This design comes from an exercise in tuning for small area and a short achievable clock period on the open sky130 flow, not from production work.
The RTL was checked by simulation tests, not by an equivalence proof against the original design.
Power and IR drop assume default switching activity.

## fir_15
module fir_15 #
  (
    parameter integer C_S00_AXIS_TDATA_WIDTH  = 32,
    parameter integer C_M00_AXIS_TDATA_WIDTH  = 32
  )
  (
  input wire  s00_axis_aclk, s00_axis_aresetn,
  input wire  s00_axis_tlast, s00_axis_tvalid,
  input wire [C_S00_AXIS_TDATA_WIDTH-1 : 0] s00_axis_tdata,
  input wire [(C_S00_AXIS_TDATA_WIDTH/8)-1: 0] s00_axis_tstrb,
  output logic  s00_axis_tready,
  input wire  m00_axis_tready,
  output logic  m00_axis_tvalid, m00_axis_tlast,
  output logic [C_M00_AXIS_TDATA_WIDTH-1 : 0] m00_axis_tdata,
  output logic [(C_M00_AXIS_TDATA_WIDTH/8)-1: 0] m00_axis_tstrb
  );
  wire en  = m00_axis_tready;
  wire rst = ~s00_axis_aresetn;
  wire [31:0] x = s00_axis_tvalid ? s00_axis_tdata : 32'd0;
  logic [31:0] xr, xrr;
  logic [14:0] v, l;
  logic [14:0][3:0] s;
  assign s00_axis_tready = m00_axis_tready;
  assign m00_axis_tvalid = v[14];
  assign m00_axis_tlast  = l[14];
  assign m00_axis_tstrb  = s[14];
  logic [31:0] y1; wire [31:0] y1_d;
  logic [6:0] c1; wire [6:0] c1_d;
  wire f1_s, f1_c;
  fa1 f1 (.a(~xrr[0]), .b(~xr[1]), .c(~xr[0]), .s(f1_s), .co(f1_c));
  wire f2_s, f2_c;
  fa1 f2 (.a(~xrr[1]), .b(~xr[2]), .c(~xr[1]), .s(f2_s), .co(f2_c));
  wire f3_s, f3_c;
  fa1 f3 (.a(~xrr[2]), .b(~xr[3]), .c(~xr[2]), .s(f3_s), .co(f3_c));
  wire f4_s, f4_c;
  ...
Size in the first run: about 3100 cells after synthesis, ~80 I/O pins.
Settings: LEC_CHECK=0, CAP_MARGIN=20, CORE_MARGIN=2, CORE_UTILIZATION=50, SETUP_SLACK_MARGIN=4.0, SLEW_MARGIN=20, SYNTH_HIERARCHICAL=1, SYNTH_MINIMUM_KEEP_SIZE=0; clock period 7.5 ns.
run.sh (not shown) runs the stock make flow with config.mk's settings and CLKGATE_MAP_FILE= SYNTH_SCRIPT=/design/flow/synth_recipe.tcl, a recipe that flattens the netlist after the stock synthesis.
The starting point completed with no timing, DRC or antenna violations.
Change:
==> flow/flow/run.sh (new file) <==
#!/bin/bash
# The standard layout (the standard.sh, unchanged synthesis and steps), except that
# the port buffers that global placement inserts are plain sky130_fd_sc_hd__buf_4 cells.
# make's full output goes to standard.log here; each ORFS step keeps its own log under orfs/logs/.
set -euo pipefail
export BUFFER_PORTS_ARGS="-buffer_cell sky130_fd_sc_hd__buf_4"
bash standard.sh > standard.log 2>&1
==> flow/standard.sh (new file) <==
#!/bin/bash
# synth_recipe.tcl (not shown) runs the flow's synth.tcl, then flattens the netlist and writes it again
# the make line also repeats each setting of config.mk as NAME=value (left out here)
make -C /OpenROAD-flow-scripts/flow DESIGN_CONFIG=/design/flow/config.mk WORK_HOME=/design/flow/orfs CLKGATE_MAP_FILE= SYNTH_SCRIPT=/design/flow/synth_recipe.tcl "${@:-finish}"
removed: flow/run.sh
Cell count shrinks by 0.36%.
Worst hold slack is better by 0.0044 ns.
Cell area decreases by 1.4%.
Global-route usage is lower by 0.20 points.
Worst setup slack loses 0.019 ns.
Die area does not change.


== fjord ==
fir_15, a different RTL version from the one above (not shown whole).
==> flow/config.mk <==
export PLATFORM = sky130hd
export DESIGN_NAME = fir_15
export DESIGN_NICKNAME = fir_15
export VERILOG_FILES = /design/flow/design.v
export SDC_FILE = /design/flow/constraint.sdc
export NUM_CORES = 4
export LEC_CHECK = 0
export CAP_MARGIN = 20
export CORE_MARGIN = 2
export CORE_UTILIZATION = 75
export CTS_BUF_LIST = sky130_fd_sc_hd__clkbuf_8
export SETUP_SLACK_MARGIN = 4.0
export SLEW_MARGIN = 20
export SYNTH_HIERARCHICAL = 1
export SYNTH_MINIMUM_KEEP_SIZE = 0
==> flow/constraint.sdc <==
create_clock -name core_clock -period 7.5 [get_ports {s00_axis_aclk}]
set_input_delay 1.5000 -clock core_clock [delete_from_list [all_inputs] [get_ports {s00_axis_aclk}]]
set_output_delay 1.5000 -clock core_clock [all_outputs]
set_load 0.01 [all_outputs]
standard.sh (not shown) runs the stock make flow with config.mk's settings and CLKGATE_MAP_FILE= SYNTH_SCRIPT=/design/flow/synth_recipe.tcl, a recipe that flattens the netlist after the stock synthesis.
==> flow/flow/run.sh <==
#!/bin/bash
# The standard layout (the standard.sh, unchanged synthesis and steps), except that
# the port buffers that global placement inserts are plain sky130_fd_sc_hd__buf_4 cells.
# make's full output goes to standard.log here; each ORFS step keeps its own log under orfs/logs/.
set -euo pipefail
export BUFFER_PORTS_ARGS="-buffer_cell sky130_fd_sc_hd__buf_4"
bash standard.sh > standard.log 2>&1
fjord finished end to end and its layout was clean on timing, DRC and antenna.
### fjord -> tundra
diff --git a/flow/config.mk b/flow/config.mk
--- a/flow/config.mk
+++ b/flow/config.mk
@@ -8,7 +8,7 @@
 export CAP_MARGIN = 20
 export CORE_MARGIN = 2
-export CORE_UTILIZATION = 75
+export CORE_UTILIZATION = 50
 export CTS_BUF_LIST = sky130_fd_sc_hd__clkbuf_8
-export SETUP_SLACK_MARGIN = 4.0
+export SETUP_SLACK_MARGIN = 4.25
 export SLEW_MARGIN = 20
 export SYNTH_HIERARCHICAL = 1
==> comparison <==
Comparing fjord and tundra, the higher maximum frequency is on tundra.
The run showing the smaller clock period minus worst slack is tundra.
tundra finished all stages; the layout is clean.
Going from fjord to tundra, routed wire length +1.3%; HPWL after detailed placement now sits higher; total of fill cells in the finished design +140%; insertion delay to the later sink of the worst-skew pair ~0 delta; number of well taps higher.
Here is what was changed in the inputs of xenon compared with tundra.
diff --git a/flow/config.mk b/flow/config.mk
--- a/flow/config.mk
+++ b/flow/config.mk
@@ -10,5 +10,5 @@
 export CORE_UTILIZATION = 50
 export CTS_BUF_LIST = sky130_fd_sc_hd__clkbuf_8
-export SETUP_SLACK_MARGIN = 4.25
+export SETUP_SLACK_MARGIN = 4.0
 export SLEW_MARGIN = 20
 export SYNTH_HIERARCHICAL = 1
Results
Taking tundra as the reference, in xenon sequential share of layout area +1.2 points; setup slack up 0.0030 ns; tightest hold margin flat; share of the core filled with cells in the final layout has decreased. Summary of xenon over tundra: power per standard cell area now smaller; met2 global-route usage lost 0.90 points; number of fill cells in the layout went up 264; post-route met1 wirelength lower; met3 layer wire length in the routed design essentially unchanged. Final non-filler cell area on xenon is down relative to tundra. Relative to tundra, met1 routing resource usage after global routing has gone down in xenon.


## rev 12
fir_15, a different RTL version from the one above (not shown whole).
For scale: ~80 I/O pins, roughly 0.039 sq mm of cells after synthesis.
Settings: LEC_CHECK=0, CAP_MARGIN=20, CORE_MARGIN=2, CORE_UTILIZATION=65, CTS_CLUSTER_DIAMETER=80, CTS_CLUSTER_SIZE=32, SETUP_SLACK_MARGIN=4.1, SLEW_MARGIN=20, SYNTH_HIERARCHICAL=1, SYNTH_MINIMUM_KEEP_SIZE=0; clock period 7.5 ns.
Scripts as last shown in full above: flow/flow/run.sh
Rev 12 finished end to end and its layout was clean on timing, DRC and antenna.
Input changes introduced in rev 13 (baseline for comparison: rev 12):
# rev 12
export LEC_CHECK = 0
export CAP_MARGIN = 20
export CORE_MARGIN = 2
export CORE_UTILIZATION = 65
export CTS_CLUSTER_DIAMETER = 80
export CTS_CLUSTER_SIZE = 32
export SETUP_SLACK_MARGIN = 4.1
export SLEW_MARGIN = 20
export SYNTH_HIERARCHICAL = 1
export SYNTH_MINIMUM_KEEP_SIZE = 0
create_clock -name core_clock -period 7.5 [get_ports {s00_axis_aclk}]
# rev 13
export LEC_CHECK = 0
export CAP_MARGIN = 20
export CORE_MARGIN = 2
export CORE_UTILIZATION = 65
export CTS_CLUSTER_DIAMETER = 80
export CTS_CLUSTER_SIZE = 32
export SETUP_SLACK_MARGIN = 4.0
export SLEW_MARGIN = 20
export SYNTH_HIERARCHICAL = 1
export SYNTH_MINIMUM_KEEP_SIZE = 0
create_clock -name core_clock -period 7.5 [get_ports {s00_axis_aclk}]
==> comparison <==
[compare] base=rev 12 new=rev 13: final routed wirelength across all metal layers level, post-route minimum period went up 0.063 ns, data required time at the worst endpoint now smaller. Diff rev 12 -> rev 13: placed cell count neither gained nor lost much; total area of multi-input combinational cells lost 94 sq um; final cell count without fillers neither gained nor lost much. Worst max-slew margin expressed relative to the limit: rev 13 better than rev 12. Diff rev 13..rev 12 | non-clock inverter instance count of the final layout | unchanged. Of rev 12 and rev 13, rev 13 shows the lower global-route usage, with rev 12 above it.


## the reference run
fir_15 with an RTL version that a note above also has.
Size in the first run: about 3100 cells after synthesis, about 39000 sq um of cells after synthesis.
==> flow/config.mk <==
export PLATFORM = sky130hd
export DESIGN_NAME = fir_15
export DESIGN_NICKNAME = fir_15
export VERILOG_FILES = /design/flow/design.v
export SDC_FILE = /design/flow/constraint.sdc
export NUM_CORES = 4
export LEC_CHECK = 0
export CAP_MARGIN = 20
export CORE_MARGIN = 2
export CORE_UTILIZATION = 50
export CTS_BUF_LIST = sky130_fd_sc_hd__clkbuf_8
export SETUP_SLACK_MARGIN = 4.0
export SLEW_MARGIN = 20
export SYNTH_HIERARCHICAL = 1
export SYNTH_MINIMUM_KEEP_SIZE = 0
==> flow/constraint.sdc <==
create_clock -name core_clock -period 7.5 [get_ports {s00_axis_aclk}]
set_input_delay 1.5000 -clock core_clock [delete_from_list [all_inputs] [get_ports {s00_axis_aclk}]]
set_output_delay 1.5000 -clock core_clock [all_outputs]
set_load 0.01 [all_outputs]
Scripts as last shown in full above: flow/flow/run.sh
What the trial run does differently from the reference run at the input level:
Settings: SETUP_SLACK_MARGIN: 4.0 -> 3.7.
Notes after the runs:
The trial run has completed all stages; timing, DRC and antenna checks passed. The reference run → the trial run: average detailed-routed wire length per instance held, maximum achievable frequency went down 3.0%, combinational power went down about 8%, switching share of power held, routing usage on met2 went down 0.33 points. Relative to the reference run, data arrival time of the worst path has increased by 0.11 ns in the trial run. Part of the total power dissipated in the clock network | the trial run above the reference run. Compared with the reference run, the trial run shows number of global-route vias before repair that has gone down slightly.


fir_15 with an RTL version that a note above also has.
Size: roughly 3300 cells after synthesis, ~80 I/O pins.
Design fir_15, start of the top module:
module fir_15 #
  (
    parameter integer C_S00_AXIS_TDATA_WIDTH  = 32,
    parameter integer C_M00_AXIS_TDATA_WIDTH  = 32
  )
  (
  input wire  s00_axis_aclk, s00_axis_aresetn,
  input wire  s00_axis_tlast, s00_axis_tvalid,
  input wire [C_S00_AXIS_TDATA_WIDTH-1 : 0] s00_axis_tdata,
  input wire [(C_S00_AXIS_TDATA_WIDTH/8)-1: 0] s00_axis_tstrb,
  output logic  s00_axis_tready,
  input wire  m00_axis_tready,
  output logic  m00_axis_tvalid, m00_axis_tlast,
  output logic [C_M00_AXIS_TDATA_WIDTH-1 : 0] m00_axis_tdata,
  output logic [(C_M00_AXIS_TDATA_WIDTH/8)-1: 0] m00_axis_tstrb
  );
  wire en  = m00_axis_tready;
  wire rst = ~s00_axis_aresetn;
  wire [31:0] x = s00_axis_tvalid ? s00_axis_tdata : 32'd0;
  logic [31:0] xr, xrr;
  logic [14:0] v, l;
  logic [14:0][3:0] s;
  assign s00_axis_tready = m00_axis_tready;
  assign m00_axis_tvalid = v[14];
  assign m00_axis_tlast  = l[14];
  assign m00_axis_tstrb  = s[14];
  logic [31:0] y1; wire [31:0] y1_d;
  logic [6:0] c1; wire [6:0] c1_d;
  wire f1_s, f1_c;
  fa1 f1 (.a(~xrr[0]), .b(~xr[1]), .c(~xr[0]), .s(f1_s), .co(f1_c));
  wire f2_s, f2_c;
  fa1 f2 (.a(~xrr[1]), .b(~xr[2]), .c(~xr[1]), .s(f2_s), .co(f2_c));
  wire f3_s, f3_c;
  fa1 f3 (.a(~xrr[2]), .b(~xr[3]), .c(~xr[2]), .s(f3_s), .co(f3_c));
  wire f4_s, f4_c;
  fa1 f4 (.a(~xrr[3]), .b(~xr[4]), .c(~xr[3]), .s(f4_s), .co(f4_c));
  wire f5_s, f5_c;
  fa1 f5 (.a(~xrr[4]), .b(~xr[5]), .c(~xr[4]), .s(f5_s), .co(f5_c));
  wire f6_s, f6_c;
  fa1 f6 (.a(~xrr[5]), .b(~xr[6]), .c(~xr[5]), .s(f6_s), .co(f6_c));
  wire f7_s, f7_c;
  fa1 f7 (.a(~xrr[6]), .b(~xr[7]), .c(~xr[6]), .s(f7_s), .co(f7_c));
  wire f8_s, f8_c;
  ...
==> flow/config.mk <==
export PLATFORM = sky130hd
export DESIGN_NAME = fir_15
export DESIGN_NICKNAME = fir_15
export VERILOG_FILES = /design/flow/design.v
export SDC_FILE = /design/flow/constraint.sdc
export NUM_CORES = 4
export LEC_CHECK = 0
export CAP_MARGIN = 20
export CORE_MARGIN = 2
export CORE_UTILIZATION = 65
export CTS_CLUSTER_DIAMETER = 80
export CTS_CLUSTER_SIZE = 32
export SETUP_SLACK_MARGIN = 4.0
export SLEW_MARGIN = 20
export SYNTH_HIERARCHICAL = 1
export SYNTH_MINIMUM_KEEP_SIZE = 0
==> flow/constraint.sdc <==
create_clock -name core_clock -period 7.5 [get_ports {s00_axis_aclk}]
set_input_delay 1.5000 -clock core_clock [delete_from_list [all_inputs] [get_ports {s00_axis_aclk}]]
set_output_delay 1.5000 -clock core_clock [all_outputs]
set_load 0.01 [all_outputs]
Scripts as last shown in full above: flow/flow/run.sh
The baseline went through all stages and came out clean.
Rerun with:
CTS_BUF_LIST = sky130_fd_sc_hd__clkbuf_8   (was default)
CTS_CLUSTER_DIAMETER = default   (was 80)
CTS_CLUSTER_SIZE = default   (was 32)
Result:
- power rose by about 7%
- design area rose by about 1.5%
- setup slack is worse by 0.054 ns
- wire length rose by about 0.9%
- count of clock-buffer cells in the layout rose by 102
- die area is unchanged

[separate check: timing with driven ports]
No port has a modelled driver above. Below, the same layouts with a new extraction and two added sets of constraints.
Step 1, drivers: a clkbuf_16 drives s00_axis_aclk and a buf_2 each remaining input, both assumed.
Step 2 adds t to the input delays and takes it off the output delays; t is the mean of the earliest and latest rising clock arrival at the registers after step 1. Input paths then give back, and output paths get back, about the clock's delay inside the block.
a / b / c = no drivers / after step 1 / after step 2; a / b = the first two.
run | t (ns) | slack for setup (ns) | worst slew at a driven data input, ns
the first run of note 1 | 0.685 | 3.900 / 3.846 / 3.261 | 0.16
the second run of note 1 | 0.673 | 3.880 / 3.880 / 3.324 | 0.13
fjord | 0.770 | 3.933 / 3.874 / 3.106 | 0.22
tundra | 0.795 | 3.946 / 3.880 / 3.229 | 0.24
xenon | 0.793 | 3.949 / 3.883 / 3.215 | 0.17
rev 12 | 0.645 | 4.084 / 3.883 / 3.238 | 0.28
rev 13 | 0.644 | 4.021 / 3.843 / 3.199 | 0.27
the reference run | 0.782 | 3.930 / 3.869 / 3.182 | 0.13
the trial run | 0.781 | 3.820 / 3.759 / 3.173 | 0.10
the first run of note 5 | 0.659 | 4.015 / 3.787 / 3.128 | 0.32
the second run of note 5 | 0.768 | 3.960 / 3.897 / 3.170 | 0.23
After both steps setup and hold are still met in every run listed. The setup slack of the first run of note 5, which loses most, moves by -0.228 ns with the drivers and by -0.887 ns with both steps.
